From an optimization exercise on the open Yosys and OpenROAD flow, aimed at small area, a short achievable clock period and few clock cycles per item; shortcuts taken in it are not production practice.
In this exercise RTL edits were held to simulation tests only and were not proved equivalent to the original.

Setup of build 66:
Design hyperbolic_exp_cordic, start of the top module:
module hyperbolic_exp_cordic (
    input rstn,
    input clk,
    input signed [NUM_W - 1:0] z0,
    input in_valid,
    output in_ready,
    output reg signed [NUM_W - 1:0] w,
    output reg out_valid,
    input out_ready
);
For scale: about 1,900 cells after synthesis, ~250 flip-flops, about 17,000 um^2 of cells after synthesis.
==> flow/config.mk <==
export PLATFORM = sky130hd
export DESIGN_NAME = hyperbolic_exp_cordic
export DESIGN_NICKNAME = hyperbolic_exp_cordic
export VERILOG_FILES = /design/flow/design.v
export SDC_FILE = /design/flow/constraint.sdc
export NUM_CORES = 4
export LEC_CHECK = 0
export ABC_AREA = 1
export CAP_MARGIN = 20
export CORE_MARGIN = 2
export CORE_UTILIZATION = 40
export CTS_CLUSTER_DIAMETER = 100
export CTS_CLUSTER_SIZE = 30
export SETUP_SLACK_MARGIN = 2.6
export SLEW_MARGIN = 20
==> flow/constraint.sdc <==
create_clock -name core_clock -period 5.5 [get_ports {clk}]
set_input_delay 1.1000 -clock core_clock [delete_from_list [all_inputs] [get_ports {clk}]]
set_output_delay 1.1000 -clock core_clock [all_outputs]
set_load 0.01 [all_outputs]
run.sh (not shown) runs the stock make flow with config.mk's settings and CLKGATE_MAP_FILE= SYNTH_SCRIPT=/design/flow/synth_recipe.tcl, a recipe that flattens the netlist after the stock synthesis.
Testbench counts of build 66, summed over its fixed seeds: cycles 1,120, items 1,024.
--- input diff build 66..build 82 ---
Settings: SETUP_SLACK_MARGIN changed from 2.6 to 2.5.
==> flow/flow/run.sh (new file) <==
#!/bin/bash
# Standard layout, except that every port gets a sky130_fd_sc_hd__buf_2 as its
# buffer instead of the default delay buffer.
set -euo pipefail
bash standard.sh "BUFFER_PORTS_ARGS=-buffer_cell sky130_fd_sc_hd__buf_2" finish > standard.log 2>&1
==> flow/standard.sh (new file) <==
#!/bin/bash
# synth_recipe.tcl (not shown) runs the flow's synth.tcl, then flattens the netlist and writes it again
# the make line also repeats each setting of config.mk as NAME=value (left out here)
make -C /OpenROAD-flow-scripts/flow DESIGN_CONFIG=/design/flow/config.mk WORK_HOME=/design/flow/orfs CLKGATE_MAP_FILE= SYNTH_SCRIPT=/design/flow/synth_recipe.tcl "${@:-finish}"
removed: flow/run.sh
==> comparison <==
Build 82: flow completed, timing, DRC and antenna clean
Diff build 66..build 82 | I/O pin total | unchanged
Clock-pin slew reported for the worst setup and hold paths after clock tree synthesis across build 66 and build 82: no real change.
Build 66 → build 82: design area fell about 2.5%, number of nets in the layout lower, layout-stage area growth over the synthesis result shrank by 2.9 points.
Edits applied to the flow inputs when going from build 82 to build 42:
Settings: CTS_CLUSTER_DIAMETER no longer set, was 100; CTS_CLUSTER_SIZE no longer set, was 30; ABC_AREA no longer set, was 1.
==> flow/run.sh (new file) <==
#!/bin/bash
# synth_recipe.tcl (not shown) runs the flow's synth.tcl, then flattens the netlist and writes it again
# the make line also repeats each setting of config.mk as NAME=value (left out here)
make -C /OpenROAD-flow-scripts/flow DESIGN_CONFIG=/design/flow/config.mk WORK_HOME=/design/flow/orfs CLKGATE_MAP_FILE= SYNTH_SCRIPT=/design/flow/synth_recipe.tcl finish
removed: flow/flow/run.sh
removed: flow/standard.sh
==> results.txt <==
- Xor-xnor portion of the synthesized cell area is higher on build 82
- Relative to build 82, core area has increased by 3.8% in build 42.
- Build 82 reports its most common cell after layout, fill and taps aside as sky130_fd_sc_hd__nand2_1 while build 42 reports sky130_fd_sc_hd__edfxtp_1.
- The post-synthesis cell area of build 42 was inferior to that of build 82.
- Die span in x, build 82 and build 42, higher one = build 42.
- Final worst slack: build 42 worse than build 82
- Against build 82, the final cell area of build 42 is higher.
diff inputs: build 42 => build 96
Settings: an added CTS_CLUSTER_DIAMETER of 100; a change of CORE_UTILIZATION from 40 to 50; an added ABC_AREA of 1; an added CTS_CLUSTER_SIZE of 30.
Findings:
- Going from build 42 to build 96, cell area after layout moved down, first-pass iteration count of the detailed router held, number of buffers created by CTS has decreased.
- What build 96 reported for number of distinct library cell variants in the gate-level netlist after synthesis has to be multiplied by 1.6 to get the figure for build 42.
- Going from build 42 to build 96, relative area change from synthesis to final layout fell 11 points, overall die area fell about 23%, fmax rose about 14%, fraction of area in registers rose 5.0 points.

## afterwards: timing with drivers on the ports
No port has a modelled driver above. Below, the same layouts with a new extraction and two added sets of constraints.
Step 1 assumes that a clkbuf_16 drives the clock port and a buf_2 every other input.
Step 2, shift: input delay + t, output delay - t, t = (earliest + latest rising clock arrival at the registers) / 2. This alone moves slack from input paths to output paths.
Three values: no drivers, after step 1, after step 2; two values: the first two.
run	t, ns	setup slack, ns	worst hold slack (ns)
build 66	0.544	2.655 / 2.638 / 2.201	0.423 / 0.423 / 0.423
build 82	0.544	2.562 / 2.540 / 2.235	0.399 / 0.399 / 0.399
build 42	0.631	2.076 / 2.076 / 1.731	0.391 / 0.391 / 0.391
build 96	0.535	2.507 / 2.507 / 2.231	0.412 / 0.412 / 0.412
After both steps setup and hold are still met in every run listed. For build 66, which loses most, drivers alone change the setup slack by -0.017 ns; drivers and shift together by -0.454 ns.
